Source: an optimization exercise on an open RTL-to-GDS flow (aim: small area). Production flows keep margins and buffers that such runs may drop. Only simulation tests tie the RTL to the original design; equivalence was not proved. Power and IR drop assume default switching activity. The flow treats the clock pin as an ideal source, which a real chip does not have.

== v53 ==
// top
module top(rst,z,clk,rot_a,rot_b,y,LCD_RS,LCD_W,LCD_E,data);
input rst;
input clk,rot_a,rot_b;
input [3:0] y;
input z;
output LCD_RS,LCD_W,LCD_E;
output [3:0] data;
wire rot_event;
wire run, tbit, tspace, line2;
wire [3:0] cidx;
rot_event u1(rst,clk,rot_a,rot_b,rot_event);
regist u2(rst,z,clk,y,rot_event,cidx,line2,run,tbit,tspace);
driver de(rst,clk,run,tbit,tspace,cidx,line2,LCD_RS,LCD_W,LCD_E,data);
endmodule
For scale: about 0.017 mm^2 of cells after synthesis.
clock: 8.0 ns
lec_check: 0
cap_margin: 0
core_margin: 2
core_utilization: 40
cts_buf_list: sky130_fd_sc_hd__clkbuf_16
cts_cluster_diameter: 60
cts_cluster_size: 30
slew_margin: 0
standard.sh (not shown) runs the stock make flow with config.mk's settings and CLKGATE_MAP_FILE= SYNTH_SCRIPT=/design/flow/synth_recipe.tcl, a recipe that flattens the netlist after the stock synthesis.
==> flow/flow/run.sh <==
#!/bin/bash
# Own layout flow: the standard synthesis, then the combinational logic between
# the standard synthesis's flip-flops re-mapped for area (the flip-flops, their
# names and cell types are kept as they are), then the standard layout steps.
set -euo pipefail
work=$(pwd)
res=$work/orfs/results/${FLOW_PLATFORM:-sky130hd}/top/base
yosys_bin=yosys
if [[ -x "$FLOW_HOME/../tools/install/yosys/bin/yosys" ]]; then
  yosys_bin="$FLOW_HOME/../tools/install/yosys/bin/yosys"
fi

bash standard.sh synth > "$work/flow_synth.log" 2>&1

cp "$res/1_2_yosys.v" "$work/std_netlist.v"
LIB="$FLOW_HOME/platforms/sky130hd/lib/sky130_fd_sc_hd__tt_025C_1v80.lib" \
  IN="$work/std_netlist.v" OUT="$work/remap_netlist.v" \
  "$yosys_bin" -c "$work/flow/remap.tcl" > "$work/flow_remap.log" 2>&1

cp "$work/remap_netlist.v" "$res/1_2_yosys.v"
rm -f "$res/1_synth.odb" "$res/1_synth.sdc"

# clock tree: large leaf clusters on clkbuf_16, no dummy load cells
export CTS_ARGS="-sink_clustering_enable -repair_clock_nets -dont_use_dummy_load -sink_clustering_size 34 -sink_clustering_max_diameter 55 -buf_list sky130_fd_sc_hd__clkbuf_16"
bash standard.sh finish > "$work/flow_finish.log" 2>&1
Other scripts of this flow, unchanged in this note and not shown: flow/flow/remap.tcl
The final layout from v53, which completed every stage, passed the timing, design-rule and antenna checks at the end of the flow.
Inputs modified between v53 and v45:
--- a/flow/flow/run.sh
+++ b/flow/flow/run.sh
@@ -23,3 +23,5 @@
 # clock tree: large leaf clusters on clkbuf_16, no dummy load cells
-export CTS_ARGS="-sink_clustering_enable -repair_clock_nets -dont_use_dummy_load -sink_clustering_size 34 -sink_clustering_max_diameter 55 -buf_list sky130_fd_sc_hd__clkbuf_16"
+export CTS_ARGS="-sink_clustering_enable -repair_clock_nets -dont_use_dummy_load -sink_clustering_size 32 -sink_clustering_max_diameter 100 -buf_list sky130_fd_sc_hd__clkbuf_16"
+# port buffers: the smallest buffer cell
+export BUFFER_PORTS_ARGS="-buffer_cell sky130_fd_sc_hd__buf_1"
 bash standard.sh finish > "$work/flow_finish.log" 2>&1
Results
Looking at the reports, v53 completed the entire flow and the layout it produced met the timing, design-rule and antenna checks.
Per the final summary, v45 finished and its layout is clean on timing, DRC and antenna.
v53 has a higher clock share of power than v45.
~same tightest hold margin in v45 and v53
Compared with v53, in v45 routed wire length per instance lower, clock skew moved down, actual slew at the worst max-slew pin went up, layout overhead on the synthesized area lost 2.7 points, count of clock-buffer cells in the layout fell by 14.
When the final numbers for v45 and v53 were put side by side, the sequential share of power turned out to be greater in v45.
Final cycle utilization of the critical path (lower): v45
Diff v53 -> v45 | total wire length after detailed routing | decrease of 1500 um
## Diff of input files: v4 against v45
- setting PLACE_DENSITY to 0.7 for the first time
- changing CORE_UTILIZATION from 40 to 55
--- a/flow/flow/run.sh
+++ b/flow/flow/run.sh
@@ -23,5 +23,3 @@
 # clock tree: large leaf clusters on clkbuf_16, no dummy load cells
-export CTS_ARGS="-sink_clustering_enable -repair_clock_nets -dont_use_dummy_load -sink_clustering_size 32 -sink_clustering_max_diameter 100 -buf_list sky130_fd_sc_hd__clkbuf_16"
-# port buffers: the smallest buffer cell
-export BUFFER_PORTS_ARGS="-buffer_cell sky130_fd_sc_hd__buf_1"
+export CTS_ARGS="-sink_clustering_enable -repair_clock_nets -dont_use_dummy_load -sink_clustering_size 37 -sink_clustering_max_diameter 62 -buf_list sky130_fd_sc_hd__clkbuf_16"
 bash standard.sh finish > "$work/flow_finish.log" 2>&1
[summary]
| clock tree skew after final layout | v4 vs v45 | 0.025 ns higher |. v45 has higher switching power share of the total than v4. The global-route usage reported for v4 is greater than that of v45 by 6.0 points. Diff v45 and v4: leakage dissipation higher in v4. v45 ended up with met2 as its most congested layer reported by global routing; v4 ended up with met1. In v4 relative to v45, count of inserted tapcells had gone down by more than a quarter. v4 ends up with lower horizontal die dimension than v45 does. Post-CTS setup repair buffer count: v4 vs v45 identical. On fmax, v4 does worse than v45.
Here is what was changed in the inputs of v37 compared with v4.
- CORE_UTILIZATION now 40, was 55
- PLACE_DENSITY no longer set, was 0.7
Results
- [compare] base=v4 new=v37: slew of the pin with the lowest slew margin lost 0.025 ns; met2 track demand over resource in global routing shrank by 6.7 points.
- v37 has maximum number of pins on one net before global-route repair below what v4 had.
- Measured against each other, v4 and v37 differ in final core utilization, the lower figure coming from v37.
- v37 vs v4 on top achievable clock speed: v37 is the higher one.
- On final period demand of the worst path, v4 loses to v37.
- Busiest layer in global routing = met1: v4; busiest layer in global routing = met2: v37
- v4 has higher global router's overall resource usage than v37.
diff inputs: v37 => v5
--- a/flow/flow/run.sh
+++ b/flow/flow/run.sh
@@ -23,3 +23,5 @@
 # clock tree: large leaf clusters on clkbuf_16, no dummy load cells
-export CTS_ARGS="-sink_clustering_enable -repair_clock_nets -dont_use_dummy_load -sink_clustering_size 37 -sink_clustering_max_diameter 62 -buf_list sky130_fd_sc_hd__clkbuf_16"
+export CTS_ARGS="-sink_clustering_enable -repair_clock_nets -dont_use_dummy_load -sink_clustering_size 30 -sink_clustering_max_diameter 70 -buf_list sky130_fd_sc_hd__clkbuf_16"
+# port buffers: the smallest buffer cell
+export BUFFER_PORTS_ARGS="-buffer_cell sky130_fd_sc_hd__buf_1"
 bash standard.sh finish > "$work/flow_finish.log" 2>&1
Notes after the runs:
v5 | stages: all done | timing, DRC, antenna: all pass. On final instance area, v5 does better than v37. Delta (v5 minus v37): via count closely matched the old numbers; clock share of power decreased by 1.5 points relative to the old numbers; final cycle utilization of the critical path decreased by 0.56 points relative to the old numbers. Delta(met2 usage, v5 - v37) < 0. v37 → v5: cell internal power dissipation -86 uW; final-stage net count -about 0.5%. v5 against v37: achievable clock frequency moved up; total power of the final layout saw a decrease; critical path depth saw a decrease; fraction of layout cells with a size suffix above 1 fell 0.44 points.
[inputs] v59 vs v5
--- a/flow/flow/run.sh
+++ b/flow/flow/run.sh
@@ -23,3 +23,3 @@
 # clock tree: large leaf clusters on clkbuf_16, no dummy load cells
-export CTS_ARGS="-sink_clustering_enable -repair_clock_nets -dont_use_dummy_load -sink_clustering_size 30 -sink_clustering_max_diameter 70 -buf_list sky130_fd_sc_hd__clkbuf_16"
+export CTS_ARGS="-sink_clustering_enable -repair_clock_nets -dont_use_dummy_load -sink_clustering_size 37 -sink_clustering_max_diameter 62 -buf_list sky130_fd_sc_hd__clkbuf_16"
 # port buffers: the smallest buffer cell
## What came out
In the route summary, v59 ends up with a via count exceeding that of v5.
v59 against v5; length of routed wiring on met1 is down slightly.
For first-pass GRT wire length, v59 and v5 come out practically identical.
Against v5, register-to-register path setup slack in v59 came out better.
v59 — sequential share of layout area 0.45 points lower, v5 as reference
Taking v5 as the reference point, the routed length on met3 of v59 falls by 0.97%.
The total wire length on v59 is in line with that on v5.
Compare v59 and v5 | final period demand of the worst path lower: v59
v5 -> v59: post-synthesis instance area delta 0, exact match

Setup of before:
Starting RTL as in the previous note.
clock: 8.0 ns
lec_check: 0
cap_margin: 0
core_margin: 2
core_utilization: 40
cts_buf_list: sky130_fd_sc_hd__clkbuf_16
cts_cluster_diameter: 60
cts_cluster_size: 30
slew_margin: 0
==> flow/flow/run.sh <==
#!/bin/bash
# Own layout flow: the standard synthesis, then the combinational logic between
# the standard synthesis's flip-flops re-mapped for area (the flip-flops, their
# names and cell types are kept as they are), then the standard layout steps.
set -euo pipefail
work=$(pwd)
res=$work/orfs/results/${FLOW_PLATFORM:-sky130hd}/top/base
yosys_bin=yosys
if [[ -x "$FLOW_HOME/../tools/install/yosys/bin/yosys" ]]; then
  yosys_bin="$FLOW_HOME/../tools/install/yosys/bin/yosys"
fi

bash standard.sh synth > "$work/flow_synth.log" 2>&1

cp "$res/1_2_yosys.v" "$work/std_netlist.v"
LIB="$FLOW_HOME/platforms/sky130hd/lib/sky130_fd_sc_hd__tt_025C_1v80.lib" \
  IN="$work/std_netlist.v" OUT="$work/remap_netlist.v" \
  "$yosys_bin" -c "$work/flow/remap.tcl" > "$work/flow_remap.log" 2>&1

cp "$work/remap_netlist.v" "$res/1_2_yosys.v"
rm -f "$res/1_synth.odb" "$res/1_synth.sdc"

# clock tree: large leaf clusters on clkbuf_16, no dummy load cells
export CTS_ARGS="-sink_clustering_enable -repair_clock_nets -dont_use_dummy_load -sink_clustering_size 33 -sink_clustering_max_diameter 70 -buf_list sky130_fd_sc_hd__clkbuf_16"
# port buffers: the smallest buffer cell
export BUFFER_PORTS_ARGS="-buffer_cell sky130_fd_sc_hd__buf_1"
bash standard.sh finish > "$work/flow_finish.log" 2>&1
Other scripts of this flow, unchanged in this note and not shown: flow/flow/remap.tcl
before | status: complete | timing, DRC, antenna: pass
Inputs modified between before and after:
diff --git a/flow/flow/run.sh b/flow/flow/run.sh
--- a/flow/flow/run.sh
+++ b/flow/flow/run.sh
@@ -22,5 +22,5 @@
 
 # clock tree: large leaf clusters on clkbuf_16, no dummy load cells
-export CTS_ARGS="-sink_clustering_enable -repair_clock_nets -dont_use_dummy_load -sink_clustering_size 33 -sink_clustering_max_diameter 70 -buf_list sky130_fd_sc_hd__clkbuf_16"
+export CTS_ARGS="-sink_clustering_enable -repair_clock_nets -dont_use_dummy_load -sink_clustering_size 28 -sink_clustering_max_diameter 80 -buf_list sky130_fd_sc_hd__clkbuf_16"
 # port buffers: the smallest buffer cell
 export BUFFER_PORTS_ARGS="-buffer_cell sky130_fd_sc_hd__buf_1"
### Flow results
Data arrival time of the worst path, before and after: lower on before. The setup slack in after sits 37 ps above the value recorded for before. Per the final summary, after finished and its layout is clean on timing, DRC and antenna. Between after and before, it is after whose first-iteration detailed-routing DRC count is lower, by 5. Cell count across before and after: no real change. after vs. before: leakage power of the design was more or less identical, combined area of the multi-input logic cells was more or less identical, clock network fraction of design power went up by 0.3 points. Of before and after, the higher critical path depth belongs to before. Routed wire length: after vs before — no meaningful difference.

Starting RTL as in the previous note.
export LEC_CHECK = 0
export CAP_MARGIN = 0
export CORE_MARGIN = 2
export CORE_UTILIZATION = 40
export CTS_BUF_LIST = sky130_fd_sc_hd__clkbuf_16
export CTS_CLUSTER_DIAMETER = 70
export CTS_CLUSTER_SIZE = 30
export SLEW_MARGIN = 0
create_clock -name core_clock -period 8.0 [get_ports {clk}]
==> flow/flow/run.sh <==
#!/bin/bash
# Own layout flow: the standard synthesis, then the combinational logic between
# the standard synthesis's flip-flops re-mapped for area (the flip-flops, their
# names and cell types are kept as they are), then the standard layout steps.
set -euo pipefail
work=$(pwd)
res=$work/orfs/results/${FLOW_PLATFORM:-sky130hd}/top/base
yosys_bin=yosys
if [[ -x "$FLOW_HOME/../tools/install/yosys/bin/yosys" ]]; then
  yosys_bin="$FLOW_HOME/../tools/install/yosys/bin/yosys"
fi

bash standard.sh synth > "$work/flow_synth.log" 2>&1

cp "$res/1_2_yosys.v" "$work/std_netlist.v"
LIB="$FLOW_HOME/platforms/sky130hd/lib/sky130_fd_sc_hd__tt_025C_1v80.lib" \
  IN="$work/std_netlist.v" OUT="$work/remap_netlist.v" \
  "$yosys_bin" -c "$work/flow/remap.tcl" > "$work/flow_remap.log" 2>&1

cp "$work/remap_netlist.v" "$res/1_2_yosys.v"
rm -f "$res/1_synth.odb" "$res/1_synth.sdc"

# clock tree: large leaf clusters on clkbuf_16, no dummy load cells
export CTS_ARGS="-sink_clustering_enable -repair_clock_nets -dont_use_dummy_load -sink_clustering_size 30 -sink_clustering_max_diameter 70 -buf_list sky130_fd_sc_hd__clkbuf_8 -sink_clustering_buffer sky130_fd_sc_hd__clkbuf_16 -root_buf sky130_fd_sc_hd__clkbuf_8"
# port buffers: the smallest buffer cell
export BUFFER_PORTS_ARGS="-buffer_cell sky130_fd_sc_hd__buf_1"
bash standard.sh finish > "$work/flow_finish.log" 2>&1
Other scripts of this flow, unchanged in this note and not shown: flow/flow/remap.tcl
==> next run, changes <==
--- a/flow/flow/run.sh
+++ b/flow/flow/run.sh
@@ -23,3 +23,3 @@
 # clock tree: large leaf clusters on clkbuf_16, no dummy load cells
-export CTS_ARGS="-sink_clustering_enable -repair_clock_nets -dont_use_dummy_load -sink_clustering_size 30 -sink_clustering_max_diameter 70 -buf_list sky130_fd_sc_hd__clkbuf_8 -sink_clustering_buffer sky130_fd_sc_hd__clkbuf_16 -root_buf sky130_fd_sc_hd__clkbuf_8"
+export CTS_ARGS="-sink_clustering_enable -repair_clock_nets -dont_use_dummy_load -sink_clustering_size 30 -sink_clustering_max_diameter 70 -buf_list sky130_fd_sc_hd__clkbuf_16"
 # port buffers: the smallest buffer cell
--- a/flow/config.mk
+++ b/flow/config.mk
@@ -9,3 +9,3 @@
 export CORE_MARGIN = 2
-export CORE_UTILIZATION = 40
+export CORE_UTILIZATION = 55
 export CTS_BUF_LIST = sky130_fd_sc_hd__clkbuf_16
@@ -13,2 +13,3 @@
 export CTS_CLUSTER_SIZE = 30
+export PLACE_DENSITY = 0.7
 export SLEW_MARGIN = 0
What happened: Routed wire length falls by 0.66%. Flip-flop and latch count stays the same. Critical path depth came out lower by 2. Sequential share of layout area is higher by 0.42 points. Synthesized area stays the same. Worst hold slack is worse by 0.052 ns. Worst setup slack gains 0.11 ns. First-iteration DRC count goes up by 0.43%. Design area decreases by 0.62%. Via count went up by 0.51%. Non-clock buffer count went down by 1.
==> next run, changes <==
--- a/flow/flow/run.sh
+++ b/flow/flow/run.sh
@@ -22,6 +22,2 @@
 
-# clock tree: large leaf clusters on clkbuf_16, no dummy load cells
-export CTS_ARGS="-sink_clustering_enable -repair_clock_nets -dont_use_dummy_load -sink_clustering_size 30 -sink_clustering_max_diameter 70 -buf_list sky130_fd_sc_hd__clkbuf_16"
-# port buffers: the smallest buffer cell
-export BUFFER_PORTS_ARGS="-buffer_cell sky130_fd_sc_hd__buf_1"
 bash standard.sh finish > "$work/flow_finish.log" 2>&1
--- a/flow/config.mk
+++ b/flow/config.mk
@@ -9,7 +9,6 @@
 export CORE_MARGIN = 2
-export CORE_UTILIZATION = 55
+export CORE_UTILIZATION = 40
 export CTS_BUF_LIST = sky130_fd_sc_hd__clkbuf_16
-export CTS_CLUSTER_DIAMETER = 70
+export CTS_CLUSTER_DIAMETER = 60
 export CTS_CLUSTER_SIZE = 30
-export PLACE_DENSITY = 0.7
 export SLEW_MARGIN = 0
Outcome: Critical path depth is higher by 2. Clock power is higher by about 35%. Register-to-register slack is worse by 0.09 ns. Worst setup slack got worse by 0.085 ns. Worst hold slack is better by 0.066 ns. Power is higher by 11%. Die area grows by about 37%. Fmax drops by 1.2%. Cell count goes up by 9.4%. Cell area rose by 4.2%.
==> next run, changes <==
--- a/flow/flow/run.sh
+++ b/flow/flow/run.sh
@@ -22,2 +22,6 @@
 
+# clock tree: large leaf clusters on clkbuf_16, no dummy load cells
+export CTS_ARGS="-sink_clustering_enable -repair_clock_nets -dont_use_dummy_load -sink_clustering_size 32 -sink_clustering_max_diameter 65 -buf_list sky130_fd_sc_hd__clkbuf_16"
+# port buffers: the smallest buffer cell
+export BUFFER_PORTS_ARGS="-buffer_cell sky130_fd_sc_hd__buf_1"
 bash standard.sh finish > "$work/flow_finish.log" 2>&1
--- a/flow/config.mk
+++ b/flow/config.mk
@@ -11,3 +11,3 @@
 export CTS_BUF_LIST = sky130_fd_sc_hd__clkbuf_16
-export CTS_CLUSTER_DIAMETER = 60
+export CTS_CLUSTER_DIAMETER = 70
 export CTS_CLUSTER_SIZE = 30
Power went down by a little under a tenth.
Non-clock buffer count went down by 4.
Via count went down slightly.
==> next run, changes <==
--- a/flow/flow/run.sh
+++ b/flow/flow/run.sh
@@ -23,3 +23,3 @@
 # clock tree: large leaf clusters on clkbuf_16, no dummy load cells
-export CTS_ARGS="-sink_clustering_enable -repair_clock_nets -dont_use_dummy_load -sink_clustering_size 32 -sink_clustering_max_diameter 65 -buf_list sky130_fd_sc_hd__clkbuf_16"
+export CTS_ARGS="-sink_clustering_enable -repair_clock_nets -dont_use_dummy_load -sink_clustering_size 30 -sink_clustering_max_diameter 70 -buf_list sky130_fd_sc_hd__clkbuf_16"
 # port buffers: the smallest buffer cell
--- a/flow/config.mk
+++ b/flow/config.mk
@@ -13,2 +13,3 @@
 export CTS_CLUSTER_SIZE = 30
+export GPL_TIMING_DRIVEN = 0
 export SLEW_MARGIN = 0
Outcome: The new run ran to the end with no violations; worst hold slack is better by 0.016 ns; die area is unchanged; power drops by 1.1%; cell count drops by 0.34%; final area climbs by 0.37%.

[static timing again, ports no longer ideal]
Ports are ideal in the flow. The routed layouts listed here were re-timed in OpenROAD.
Step 1 (the two cells are an assumption about what drives the block):
set clk [get_ports {clk}]
set_driving_cell -lib_cell sky130_fd_sc_hd__clkbuf_16 $clk
set_driving_cell -lib_cell sky130_fd_sc_hd__buf_2 [delete_from_list [all_inputs] $clk]
Step 2 moves the port delays by t, midway between the first and last clock arrival at a register: inputs arrive t later, outputs are due t later. That takes back most of the time a late clock gives input paths.
a / b / c = no drivers / after step 1 / after step 2; a / b = the first two.
| run | t, ns | setup WS [ns] | hold WS [ns] | worst setup path after step 2 |
|---|---|---|---|---|
| v53 | 0.582 | 1.019 / 1.019 / 1.019 | 0.277 / 0.277 / 0.277 | register to register |
| v45 | 0.597 | 1.036 / 1.036 / 1.036 | 0.275 / 0.275 / 0.275 | register to register |
| v4 | 0.618 | 0.829 / 0.829 / 0.829 | 0.303 / 0.303 / 0.303 | register to register |
| v37 | 0.642 | 0.974 / 0.974 / 0.974 | 0.293 / 0.293 / 0.293 | register to register |
| v5 | 0.605 | 1.019 / 1.019 / 1.019 | 0.307 / 0.307 / 0.307 | register to register |
| v59 | 0.638 | 1.043 / 1.043 / 1.043 | 0.259 / 0.259 / 0.259 | register to register |
| before | 0.611 | 0.937 / 0.937 / 0.937 | 0.276 / 0.276 / 0.276 | register to register |
| after | 0.614 | 0.974 / 0.974 / 0.974 | 0.298 / 0.298 / 0.298 | register to register |
| the first run of note 3 | 0.696 | 1.002 / 1.002 / 1.002 | 0.309 / 0.309 / 0.309 | register to register |
| the second run of note 3 | 0.605 | 1.107 / 1.107 / 1.107 | 0.257 / 0.257 / 0.257 | register to register |
| the third run of note 3 | 0.597 | 1.022 / 1.022 / 1.022 | 0.323 / 0.323 / 0.323 | register to register |
| the fourth run of note 3 | 0.631 | 0.998 / 0.998 / 0.998 | 0.283 / 0.283 / 0.283 | register to register |
| the fifth run of note 3 | 0.615 | 0.841 / 0.841 / 0.841 | 0.299 / 0.299 / 0.299 | register to register |
After both steps setup and hold are still met in every run listed.
